Background: an optimization exercise with open tools, aiming at a short achievable clock period and few clock cycles. Do not read the settings as production practice.
At most, simulation tests tie the RTL to the original design; equivalence was not proved.
Power and IR drop assume default switching activity.

==> zinc <==
==> flow/design.v (excerpt) <==
module gpu_core(input          clk,
                input          rst,
                output         idle,
                input          start,
                input [15:0]   start_pc,
                input [255:0]  start_regs,
                output [15:0]  imem_addr,
                input [31:0]   imem_rdata,
                output         dmem_ren,
                output [15:0]  dmem_raddr,
                input [31:0]   dmem_rdata,
                output         dmem_wen,
                output [15:0]  dmem_waddr,
                output [31:0]  dmem_wdata,
                output         queue_wen,
                output [3:0]   queue_number,
                output [255:0] queue_regs);
==> flow/config.mk <==
export PLATFORM = sky130hd
export DESIGN_NAME = gpu_core
export DESIGN_NICKNAME = gpu_core
export VERILOG_FILES = /design/flow/design.v
export SDC_FILE = /design/flow/constraint.sdc
export NUM_CORES = 4
export LEC_CHECK = 0
export CAP_MARGIN = 20
export CORE_MARGIN = 2
export CORE_UTILIZATION = 40
export SLEW_MARGIN = 20
export TNS_END_PERCENT = 100
==> flow/constraint.sdc <==
create_clock -name core_clock -period 10.0 [get_ports {clk}]
set_input_delay 2.0000 -clock core_clock [delete_from_list [all_inputs] [get_ports {clk}]]
set_output_delay 2.0000 -clock core_clock [all_outputs]
set_load 0.01 [all_outputs]
standard.sh (not shown) runs the stock make flow with config.mk's settings and CLKGATE_MAP_FILE= SYNTH_SCRIPT=/design/flow/synth_recipe.tcl, a recipe that flattens the netlist after the stock synthesis.
==> flow/flow/run.sh <==
#!/bin/bash
# Own flow: the standard layout (standard.sh) unchanged, except that timing
# repair (floorplan, CTS and global-route repair_timing) aims for extra setup
# slack, so the tools keep improving paths that already meet the 10 ns clock.
# The constraints (constraint.sdc) are the design's, unchanged.
set -euo pipefail
export SETUP_SLACK_MARGIN=7
bash standard.sh > standard_flow.log 2>&1
==> raven (differences from zinc) <==
--- a/flow/design.v
+++ b/flow/design.v
@@ -90,11 +90,10 @@
                  output         dmem_wen,
                  output [15:0]  dmem_waddr,
                  output [31:0]  dmem_wdata,
                  output         queue_wen,
                  output [3:0]   queue_number,
-                 output [255:0] queue_regs,
                  input [511:0]  r_flat,
                  input [3:0]    p_flat,
                  output         e_wen,
                  output [3:0]   e_waddr,
                  output [31:0]  e_wdata,
@@ -164,36 +163,32 @@
    reg         e_we, e_lv, e_pw, e_mul;
    reg [3:0]   e_rd;
    reg [1:0]   e_pidx;
    reg [31:0]  e_a, e_b;
    reg [15:0]  e_k;
-   reg [31:0]  s_a;
-   reg [4:0]   s_k;
-   reg         s_big;
-   reg [15:0]  c_a, c_b;
-   reg [15:0]  m_a, m_b;
+   reg         e_big;
    reg         e_add, e_sub, e_and, e_xor, e_or, e_nand, e_not, e_shr, e_shl, e_cnst;
    reg         l_we, l_mul;
    reg [3:0]   l_rd;
    reg [15:0]  m0, m1, m2, m3;
    wire [31:0] add_r = e_a + e_b;
    wire [31:0] sub_r = e_a - e_b;
-   wire [31:0] shr_r = s_big ? 32'd0 : (s_a >> s_k);
-   wire [31:0] shl_r = s_big ? 32'd0 : (s_a << s_k);
+   wire [31:0] shr_r = e_big ? 32'd0 : (e_a >> e_k[4:0]);
+   wire [31:0] shl_r = e_big ? 32'd0 : (e_a << e_k[4:0]);
    wire [31:0] e_res = ({32{e_add}} & add_r) |
                        ({32{e_sub}} & sub_r) |
                        ({32{e_and}} & (e_a & e_b)) |
                        ({32{e_xor}} & (e_a ^ e_b)) |
                        ({32{e_or}} & (e_a | e_b)) |
                        ({32{e_nand}} & ~(e_a & e_b)) |
                        ({32{e_not}} & ~e_a) |
                        ({32{e_shr}} & shr_r) |
                        ({32{e_shl}} & shl_r) |
                        ({32{e_cnst}} & {16'd0, e_k});
-   wire        e_lt = (c_a[15] != c_b[15]) ? c_a[15] : (c_a[14:0] < c_b[14:0]);
+   wire        e_lt = (e_a[15] != e_b[15]) ? e_a[15] : (e_a[14:0] < e_b[14:0]);
    wire [15:0] c0, c1, c2, c3;
-   mul_csa4 mul_e(m_a, m_b, c0, c1, c2, c3);
+   mul_csa4 mul_e(e_a[15:0], e_b[15:0], c0, c1, c2, c3);
    wire [15:0] mul_y;
    mul_fin mul_l(m0, m1, m2, m3, mul_y);
    wire [31:0] l_res = l_mul ? {16'd0, mul_y} : dmem_rdata;
    assign e_wen = e_we;
    assign e_waddr = e_rd;
@@ -227,12 +222,10 @@
    wire        x_ok = d_go && pred_ok;
    reg         ren_q, wen_q, qwen_q;
    reg [15:0]  raddr_q, waddr_q;
    reg [31:0]  wdata_q;
    reg [3:0]   qnum_q;
-   reg [255:0] qregs_q;      
-   assign queue_regs = qregs_q;
    assign dmem_ren = ren_q;
    assign dmem_raddr = raddr_q;
    assign dmem_wen = wen_q;
    assign dmem_waddr = waddr_q;
    assign dmem_wdata = wdata_q;
@@ -319,23 +312,11 @@
       e_pidx <= hw[13:12];
       e_mul <= hd[D_MUL];
       e_a <= op_a;
       e_b <= op_b;
       e_k <= hw[15:0];
-      if (hd[D_SHR] | hd[D_SHL]) begin
-         s_a <= op_a;
-         s_k <= hw[4:0];
-         s_big <= hd[D_BIG];
-      end
-      if (hd[D_CMP]) begin
-         c_a <= op_a[15:0];
-         c_b <= op_b[15:0];
-      end
-      if (hd[D_MUL]) begin
-         m_a <= op_a[15:0];
-         m_b <= op_b[15:0];
-      end
+      e_big <= hd[D_BIG];
       e_add <= hd[D_ADD];
       e_sub <= hd[D_SUB];
       e_and <= hd[D_AND];
       e_xor <= hd[D_XOR];
       e_or <= hd[D_OR];
@@ -348,22 +329,14 @@
       l_mul <= e_mul;
       m0 <= c0;
       m1 <= c1;
       m2 <= c2;
       m3 <= c3;
-      if (hd[D_LOAD])
-        raddr_q <= op_a[15:0];
-      if (hd[D_STORE]) begin
-         waddr_q <= op_b[15:0];
-         wdata_q <= op_a;
-      end
-      if (hd[D_PUSH]) begin
-         qnum_q <= hd[D_PUSHK] ? hw[3:0] : op_a[3:0];
-         for (i = 0; i < 8; i = i + 1)
-           qregs_q[32*(7-i) +: 32] <= (e_we && e_rd == i) ? e_res :
-                                      (l_we && l_rd == i) ? l_res : r_flat[32*i +: 32];
-      end
+      raddr_q <= op_a[15:0];
+      waddr_q <= op_b[15:0];
+      wdata_q <= op_a;
+      qnum_q <= hd[D_PUSHK] ? hw[3:0] : op_a[3:0];
    end
 endmodule
 module gpu_core(input          clk,
                 input          rst,
                 output         idle,
@@ -399,11 +372,17 @@
                    .idle(idle), .start(start), .start_pc(start_pc),
                    .load_start(load_start),
                    .imem_addr(imem_addr), .imem_rdata(imem_rdata),
                    .dmem_ren(dmem_ren), .dmem_raddr(dmem_raddr), .dmem_rdata(dmem_rdata),
                    .dmem_wen(dmem_wen), .dmem_waddr(dmem_waddr), .dmem_wdata(dmem_wdata),
-                   .queue_wen(queue_wen), .queue_number(queue_number), .queue_regs(queue_regs),
+                   .queue_wen(queue_wen), .queue_number(queue_number),
                    .r_flat(r_flat), .p_flat(p_flat),
                    .e_wen(e_wen), .e_waddr(e_waddr), .e_wdata(e_wdata),
                    .l_wen(l_wen), .l_waddr(l_waddr), .l_wdata(l_wdata),
                    .p_wen(p_wen), .p_waddr(p_waddr), .p_wdata(p_wdata));
+   genvar g;
+   generate
+      for (g = 0; g < 8; g = g + 1) begin : gen_q
+         assign queue_regs[32*(7-g) +: 32] = r_flat[32*g +: 32];
+      end
+   endgenerate
 endmodule
==> juniper (differences from zinc) <==
--- a/flow/design.v
+++ b/flow/design.v
@@ -170,12 +170,13 @@
    reg [4:0]   s_k;
    reg         s_big;
    reg [15:0]  c_a, c_b;
    reg [15:0]  m_a, m_b;
    reg         e_add, e_sub, e_and, e_xor, e_or, e_nand, e_not, e_shr, e_shl, e_cnst;
-   reg         l_we, l_mul;
+   reg         w_we, l_we, l_mul;
    reg [3:0]   l_rd;
+   reg [31:0]  w_val;
    reg [15:0]  m0, m1, m2, m3;
    wire [31:0] add_r = e_a + e_b;
    wire [31:0] sub_r = e_a - e_b;
    wire [31:0] shr_r = s_big ? 32'd0 : (s_a >> s_k);
    wire [31:0] shl_r = s_big ? 32'd0 : (s_a << s_k);
@@ -193,13 +194,15 @@
    wire [15:0] c0, c1, c2, c3;
    mul_csa4 mul_e(m_a, m_b, c0, c1, c2, c3);
    wire [15:0] mul_y;
    mul_fin mul_l(m0, m1, m2, m3, mul_y);
    wire [31:0] l_res = l_mul ? {16'd0, mul_y} : dmem_rdata;
-   assign e_wen = e_we;
-   assign e_waddr = e_rd;
-   assign e_wdata = e_res;
+   wire        p_we = w_we | l_we;
+   wire [31:0] p_res = w_we ? w_val : l_res;
+   assign e_wen = w_we;
+   assign e_waddr = l_rd;
+   assign e_wdata = w_val;
    assign l_wen = l_we;
    assign l_waddr = l_rd;
    assign l_wdata = l_res;
    assign p_wen = e_pw;
    assign p_waddr = e_pidx;
@@ -207,13 +210,13 @@
    wire [3:0] ra = hw[23:20];
    wire [3:0] rb = hw[19:16];
    wire [31:0] rf_a = r_flat[32*ra +: 32];
    wire [31:0] rf_b = r_flat[32*rb +: 32];
    wire [31:0] op_a = (e_we && e_rd == ra) ? e_res :
-                      (l_we && l_rd == ra) ? l_res : rf_a;
+                      (p_we && l_rd == ra) ? p_res : rf_a;
    wire [31:0] op_b = (e_we && e_rd == rb) ? e_res :
-                      (l_we && l_rd == rb) ? l_res : rf_b;
+                      (p_we && l_rd == rb) ? p_res : rf_b;
    wire [3:0]  p_eff;
    genvar      gp;
    generate
       for (gp = 0; gp < 4; gp = gp + 1) begin : gen_peff
          assign p_eff[gp] = (e_pw && e_pidx == gp) ? e_lt : p_flat[gp];
@@ -300,19 +303,21 @@
       if (rst) begin
          e_we <= 1'b0;
          e_lv <= 1'b0;
          e_pw <= 1'b0;
          l_we <= 1'b0;
+         w_we <= 1'b0;
          ren_q <= 1'b0;
          wen_q <= 1'b0;
          qwen_q <= 1'b0;
       end
       else begin
          e_we <= x_ok && hd[D_WR] && !hd[D_LATE];
          e_lv <= x_ok && hd[D_LATE];
          e_pw <= x_ok && hd[D_CMP];
          l_we <= e_lv && !(go && !e_rd[3]);
+         w_we <= e_we && !(go && !e_rd[3]);
          ren_q <= x_ok && hd[D_LOAD];
          wen_q <= x_ok && hd[D_STORE];
          qwen_q <= x_ok && hd[D_PUSH];
       end
       e_rd <= hd[D_RD+3:D_RD];
@@ -343,10 +348,11 @@
       e_not <= hd[D_NOT];
       e_shr <= hd[D_SHR];
       e_shl <= hd[D_SHL];
       e_cnst <= hd[D_CNST];
       l_rd <= e_rd;
+      w_val <= e_res;
       l_mul <= e_mul;
       m0 <= c0;
       m1 <= c1;
       m2 <= c2;
       m3 <= c3;
@@ -354,16 +360,15 @@
         raddr_q <= op_a[15:0];
       if (hd[D_STORE]) begin
          waddr_q <= op_b[15:0];
          wdata_q <= op_a;
       end
-      if (hd[D_PUSH]) begin
-         qnum_q <= hd[D_PUSHK] ? hw[3:0] : op_a[3:0];
-         for (i = 0; i < 8; i = i + 1)
-           qregs_q[32*(7-i) +: 32] <= (e_we && e_rd == i) ? e_res :
-                                      (l_we && l_rd == i) ? l_res : r_flat[32*i +: 32];
-      end
+      if (hd[D_PUSH])
+        qnum_q <= hd[D_PUSHK] ? hw[3:0] : op_a[3:0];
+      for (i = 0; i < 8; i = i + 1)
+        qregs_q[32*(7-i) +: 32] <= (e_we && e_rd == i) ? e_res :
+                                   (p_we && l_rd == i) ? p_res : r_flat[32*i +: 32];
    end
 endmodule
 module gpu_core(input          clk,
                 input          rst,
                 output         idle,
==> summary.txt <==
juniper finished with max-capacitance violations, max-slew violations left. raven went through all stages and came out clean. zinc finished clean. The highest clock skew belongs to zinc, the lowest to juniper. Between raven and juniper, the lower setup slack is in raven (gap 0.068 ns). Sequential power: raven is smaller than zinc (30%). Of zinc and juniper, juniper has the higher clock-buffer cell count (gap 12). The lowest die area belongs to raven, the highest to juniper. Against raven, the non-clock buffer count of juniper is lower by 306. The highest synthesized cell count belongs to juniper, the lowest to raven. Critical path depth, lowest first: zinc, juniper, raven.
==> figures <==
|  | raven | zinc | juniper |
|---|---|---|---|
| Outcome | no timing/DRC/antenna violations | no timing/DRC/antenna violations | failed layout checks |
| Layout check failures | - | - | max-capacitance violations, max-slew violations |
| Initial cell density of the core | 40.2% | 40.4% | 40.2% |
| Register bit count reported by yosys | 893 | 1314 | 1347 |
| Average cell area after synthesis | 10.6 sq um | 11.1 sq um | 10.2 sq um |
| Post-route fraction of the period consumed by the critical path | 38.7% | 38.8% | 38.0% |
| Switching part of the total power | 38.0% | 34.6% | 33.8% |
| Via/cell ratio | 6.66 | 6.47 | 6.41 |
| Number of distinct library cell variants in the gate-level netlist after synthesis | 105 | 104 | 95 |
| Met3 Usage GRT | 14.2% | 11.2% | 12.7% |
| Via count of the first global-routing pass | 55198 | 62923 | 66230 |
| Maximum fanout along the worst path | 5 | 1 | 4 |
| Critical path endpoint category | register | primary output | register |
| Register share of the cell area | 29.1% | 33.5% | 34.7% |
| Minimum clock period after layout | 3.87 ns | 3.88 ns | 3.80 ns |
| CTS resizes | 2714 | 3343 | 3143 |
| Clock insertion delay at the later pin of the skew report | 0.77 ns | 0.85 ns | 0.87 ns |
| Global-route wire length before repair | 439 mm | 494 mm | 511 mm |
| WP buf/inv | 7 | 1 | 3 |
Testbench counts of raven, summed over its fixed seeds: cycles 31,284.
Testbench counts of juniper, summed over its fixed seeds: cycles 31,284.
Only the layout flow was run in zinc; the RTL was not checked for function there.

==> 03-20: inputs <==
gpu_core, a different RTL version from the one above (not shown whole).
clock: 10.0 ns
lec_check: 0
cap_margin: 20
core_margin: 2
core_utilization: 40
slew_margin: 20
tns_end_percent: 100
==> flow/flow/run.sh <==
#!/bin/bash
# Own flow: the standard layout (standard.sh) unchanged, except that
# - timing repair (floorplan, CTS and global-route repair_timing) aims for
#   extra setup slack, so the tools keep improving paths that already meet
#   the 10 ns clock (the constraints in constraint.sdc are the design's);
# - after global-route timing repair, slew and capacitance are repaired once
#   more (flow/post_grt.tcl), since that timing repair can overload drivers.
set -euo pipefail
export SETUP_SLACK_MARGIN=7
export POST_GLOBAL_ROUTE_TCL="$PWD/flow/post_grt.tcl"
bash standard.sh > standard_flow.log 2>&1
==> flow/flow/post_grt.tcl <==
# Repair max slew and max capacitance again after global-route timing repair,
# then legalize and re-route the nets that changed.
log_cmd global_route -start_incremental
repair_design_helper
log_cmd detailed_placement
log_cmd global_route -end_incremental
log_cmd estimate_parasitics -global_routing
report_check_types -max_slew -max_capacitance -violators
==> 08-04 (differences from 03-20) <==
--- a/flow/design.v
+++ b/flow/design.v
@@ -255,20 +255,24 @@
    wire          n_valid = (qv[1] || app) && (d_go || !qv[0]);
    wire [3:0]    n_a = n_w[23:20];
    wire          x_st = qv[0] && hd[D_STORE];
    wire          x_ldn = qv[0] && hd[D_LOAD] && !h_hoist_q;
    wire          x_wa = qv[0] && hd[D_WR] && hd[D_RD+3:D_RD] == n_a;
-   wire          g_wa = (e_lv || e_we || e_av) && e_rd == n_a || p_we && l_rd == n_a;
+   wire          g_wa = e_lv && e_rd == n_a;
    wire          hoist = !idle_q && n_valid && n_d[D_LOAD] && !x_st && !x_ldn && !x_wa && !g_wa;
    wire [3:0]    n_b = n_w[19:16];
    wire          x_wb = qv[0] && hd[D_WR] && hd[D_RD+3:D_RD] == n_b;
-   wire          g_wb = (e_lv || e_we || e_av) && e_rd == n_b || p_we && l_rd == n_b;
+   wire          g_wb = e_lv && e_rd == n_b;
    wire          mhoist = !idle_q && n_valid && n_d[D_MUL] && !x_wa && !g_wa && !x_wb && !g_wb;
    wire [31:0]   rf_nb = r_flat[32*n_b +: 32];
-   wire [15:0]   pf_b = rf_nb[15:0];
+   wire [15:0]   pf_b = (e_we && e_rd == n_b) ? e_res[15:0] :
+                        (e_av && e_rd == n_b) ? e_alt[15:0] :
+                        (p_we && l_rd == n_b) ? p_res[15:0] : rf_nb[15:0];
    wire [31:0]   rf_n = r_flat[32*n_a +: 32];
-   wire [15:0]   pf_a = rf_n[15:0];
+   wire [15:0]   pf_a = (e_we && e_rd == n_a) ? e_res[15:0] :
+                        (e_av && e_rd == n_a) ? e_alt[15:0] :
+                        (p_we && l_rd == n_a) ? p_res[15:0] : rf_n[15:0];
    reg         ren_q, wen_q, qwen_q;
    reg [15:0]  raddr_q, waddr_q;
    reg [31:0]  wdata_q;
    reg [3:0]   qnum_q;
    reg [255:0] qregs_q;      
==> 10-18 (differences from 03-20) <==
--- a/flow/design.v
+++ b/flow/design.v
@@ -192,13 +192,11 @@
    reg [15:0]  m0, m1, m2, m3;
    wire [31:0] add_r = e_a + e_b;
    wire [31:0] sub_r = e_a - e_b;
    wire [31:0] shr_r = s_big ? 32'd0 : (s_a >> s_k);
    wire [31:0] shl_r = s_big ? 32'd0 : (s_a << s_k);
-   wire [31:0] e_res = ({32{e_add}} & add_r) |
-                       ({32{e_sub}} & sub_r) |
-                       ({32{e_and}} & (e_a & e_b)) |
+   wire [31:0] e_oth = ({32{e_and}} & (e_a & e_b)) |
                        ({32{e_xor}} & (e_a ^ e_b)) |
                        ({32{e_or}} & (e_a | e_b)) |
                        ({32{e_nand}} & ~(e_a & e_b)) |
                        ({32{e_not}} & ~e_a) |
                        ({32{e_shr}} & shr_r) |
@@ -214,12 +212,13 @@
    mul_csa4 mul_hd(pm_a, pm_b, hc0, hc1, hc2, hc3);
    wire [15:0] hmul_y;
    mul_fin mul_he(hm0, hm1, hm2, hm3, hmul_y);
    wire [31:0] e_alt = e_hw ? dmem_rdata : {16'd0, hmul_y};
    wire        e_av = e_hw || e_hm;
-   wire        p_we = w_we | l_we;
-   wire [31:0] p_res = w_we ? w_val : l_res;
+   wire        p_any = w_we | l_we;
+   wire        p_we = w_we | (l_we & !l_mul);
+   wire [31:0] p_res = w_we ? w_val : dmem_rdata;
    assign e_wen = w_we;
    assign e_waddr = l_rd;
    assign e_wdata = w_val;
    assign l_wen = l_we;
    assign l_waddr = l_rd;
@@ -229,41 +228,49 @@
    assign p_wdata = e_lt;
    wire [3:0] ra = hw[23:20];
    wire [3:0] rb = hw[19:16];
    wire [31:0] rf_a = r_flat[32*ra +: 32];
    wire [31:0] rf_b = r_flat[32*rb +: 32];
-   wire [31:0] op_a = (e_we && e_rd == ra) ? e_res :
+   wire [31:0] op_a = (e_we && e_add && e_rd == ra) ? add_r :
+                      (e_we && e_sub && e_rd == ra) ? sub_r :
+                      (e_we && e_rd == ra) ? e_oth :
                       (e_av && e_rd == ra) ? e_alt :
                       (p_we && l_rd == ra) ? p_res : rf_a;
-   wire [31:0] op_b = (e_we && e_rd == rb) ? e_res :
+   wire [31:0] op_b = (e_we && e_add && e_rd == rb) ? add_r :
+                      (e_we && e_sub && e_rd == rb) ? sub_r :
+                      (e_we && e_rd == rb) ? e_oth :
                       (e_av && e_rd == rb) ? e_alt :
                       (p_we && l_rd == rb) ? p_res : rf_b;
    wire [3:0]  p_eff;
    genvar      gp;
    generate
       for (gp = 0; gp < 4; gp = gp + 1) begin : gen_peff
          assign p_eff[gp] = (e_pw && e_pidx == gp) ? e_lt : p_flat[gp];
       end
    endgenerate
    wire        pred_ok = (hw[31:30] == 2'd0) || p_eff[hw[31:30]];
+   wire        lm = l_we && l_mul;
    wire        haz = e_lv && ((hd[D_RA] && e_rd == ra) ||
                               (hd[D_RB] && e_rd == rb) ||
-                              (hd[D_PUSH] && !e_rd[3]));
+                              (hd[D_PUSH] && !e_rd[3])) ||
+                     lm && ((hd[D_RA] && l_rd == ra) ||
+                            (hd[D_RB] && l_rd == rb) ||
+                            (hd[D_PUSH] && !l_rd[3]));
    wire        d_go = !idle_q && qv[0] && !hd[D_HALT] && !haz;
    wire        x_ok = d_go && pred_ok;
    wire [31:0]   n_w = qv[1] ? qw[1] : imem_rdata;
    wire [DW-1:0] n_d = qv[1] ? qd[1] : in_d;
    wire          n_valid = (qv[1] || app) && (d_go || !qv[0]);
    wire [3:0]    n_a = n_w[23:20];
    wire          x_st = qv[0] && hd[D_STORE];
    wire          x_ldn = qv[0] && hd[D_LOAD] && !h_hoist_q;
    wire          x_wa = qv[0] && hd[D_WR] && hd[D_RD+3:D_RD] == n_a;
-   wire          g_wa = (e_lv || e_we || e_av) && e_rd == n_a || p_we && l_rd == n_a;
+   wire          g_wa = (e_lv || e_we || e_av) && e_rd == n_a || p_any && l_rd == n_a;
    wire          hoist = !idle_q && n_valid && n_d[D_LOAD] && !x_st && !x_ldn && !x_wa && !g_wa;
    wire [3:0]    n_b = n_w[19:16];
    wire          x_wb = qv[0] && hd[D_WR] && hd[D_RD+3:D_RD] == n_b;
-   wire          g_wb = (e_lv || e_we || e_av) && e_rd == n_b || p_we && l_rd == n_b;
+   wire          g_wb = (e_lv || e_we || e_av) && e_rd == n_b || p_any && l_rd == n_b;
    wire          mhoist = !idle_q && n_valid && n_d[D_MUL] && !x_wa && !g_wa && !x_wb && !g_wb;
    wire [31:0]   rf_nb = r_flat[32*n_b +: 32];
    wire [15:0]   pf_b = rf_nb[15:0];
    wire [31:0]   rf_n = r_flat[32*n_a +: 32];
    wire [15:0]   pf_a = rf_n[15:0];
@@ -394,11 +401,11 @@
       e_not <= hd[D_NOT];
       e_shr <= hd[D_SHR];
       e_shl <= hd[D_SHL];
       e_cnst <= hd[D_CNST];
       l_rd <= e_rd;
-      w_val <= e_av ? e_alt : e_res;
+      w_val <= e_av ? e_alt : e_add ? add_r : e_sub ? sub_r : e_oth;
       pm_a <= pf_a;
       pm_b <= pf_b;
       hm0 <= hc0;
       hm1 <= hc1;
       hm2 <= hc2;
@@ -411,11 +418,13 @@
       raddr_q <= hoist ? pf_a : (op_a[15:0] & {16{hd[D_LOAD]}});
       waddr_q <= op_b[15:0] & {16{hd[D_STORE]}};
       wdata_q <= op_a & {32{hd[D_STORE]}};
       qnum_q <= hd[D_PUSHK] ? hw[3:0] : (op_a[3:0] & {4{hd[D_PUSH]}});
       for (i = 0; i < 8; i = i + 1)
-        qregs_q[32*(7-i) +: 32] <= (e_we && e_rd == i) ? e_res :
+        qregs_q[32*(7-i) +: 32] <= (e_we && e_add && e_rd == i) ? add_r :
+                                   (e_we && e_sub && e_rd == i) ? sub_r :
+                                   (e_we && e_rd == i) ? e_oth :
                                    (e_av && e_rd == i) ? e_alt :
                                    (p_we && l_rd == i) ? p_res : r_flat[32*i +: 32];
    end
 endmodule
 module gpu_core(input          clk,
Settings changed: CORE_UTILIZATION 40 to 35.
==> summary.txt <==
* Startpoint Class: primary input
* Post-Route WL at 504,000 um
* Final worst path period share at 0.374
* # diodes at 50
* P_comb at 9.38 mW
* Die Ht at 461 um
* Stages on worst setup path at 8
* Outcome: finished clean
* P_sw at 8.99 mW
* ClkCell Share at 0.0456
* WL per Instance at 39.5 um
* Logic gate share of total power at 0.411
* FMAX at 0.267 GHz
* Placement Setup Slack at 4020 ps
* Die width at 461 um
* Buffering overhead at 0.151
* CP max stage delay at 660 ps
That was 03-20.
==> summary.txt <==
* P_comb at 7.89 mW
* Post-Route WL at 559,000 um
* WL per Instance at 39.7 um
* Stages on worst setup path at 11
* # diodes at 56
* CP max stage delay at 560 ps
* Buffering overhead at 0.168
* Final worst path period share at 0.376
* FMAX at 0.266 GHz
* Die width at 500 um
* Outcome: finished clean
That was 10-18.
==> summary.txt <==
* Post-Route WL at 585,000 um
* Logic gate share of total power at 0.414
* Placement Setup Slack at 3700 ps
* Outcome: finished clean
* Final worst path period share at 0.384
* Stages on worst setup path at 11
* WL per Instance at 41.2 um
* ClkCell Share at 0.0465
* Die width at 469 um
* # diodes at 40
* FMAX at 0.261 GHz
* CP max stage delay at 570 ps
* P_sw at 9.52 mW
That was 08-04.
Testbench counts of 03-20, summed over its fixed seeds: cycles 30,679.
Testbench counts of 08-04, summed over its fixed seeds: cycles 30,564.
Testbench counts of 10-18, summed over its fixed seeds: cycles 30,835.

==> what the ideal ports hide <==
The flow's constraints put no driver on any port. The routed layouts listed below were extracted and timed again, unchanged, in two steps. Step 1: set_driving_cell puts a clkbuf_16 on clk and a buf_2 on each other input, an assumption about the parent block. Step 2 moves the port delays by t, midway between the first and last clock arrival at a register: inputs arrive t later, outputs are due t later. That takes back most of the time a late clock gives input paths. Three values: no drivers, after step 1, after step 2; two values: the first two.
| run | t (ns) | slack for setup (ns) | clock arrival spread, ns |
|---|---|---|---|
| zinc | 0.899 | 6.124 / 6.033 / 5.474 | 0.092 / 0.091 |
| raven | 0.825 | 6.132 / 6.132 / 5.722 | 0.066 / 0.065 |
| juniper | 0.941 | 6.200 / 6.200 / 5.598 | 0.063 / 0.063 |
| 03-20 | 0.971 | 6.255 / 6.333 / 5.362 | 0.061 / 0.062 |
| 08-04 | 0.968 | 6.161 / 6.220 / 5.253 | 0.063 / 0.063 |
| 10-18 | 0.984 | 6.239 / 6.239 / 5.385 | 0.076 / 0.076 |
The setup slack of 08-04, which loses most, moves by +0.059 ns with the drivers and by -0.908 ns with both steps.
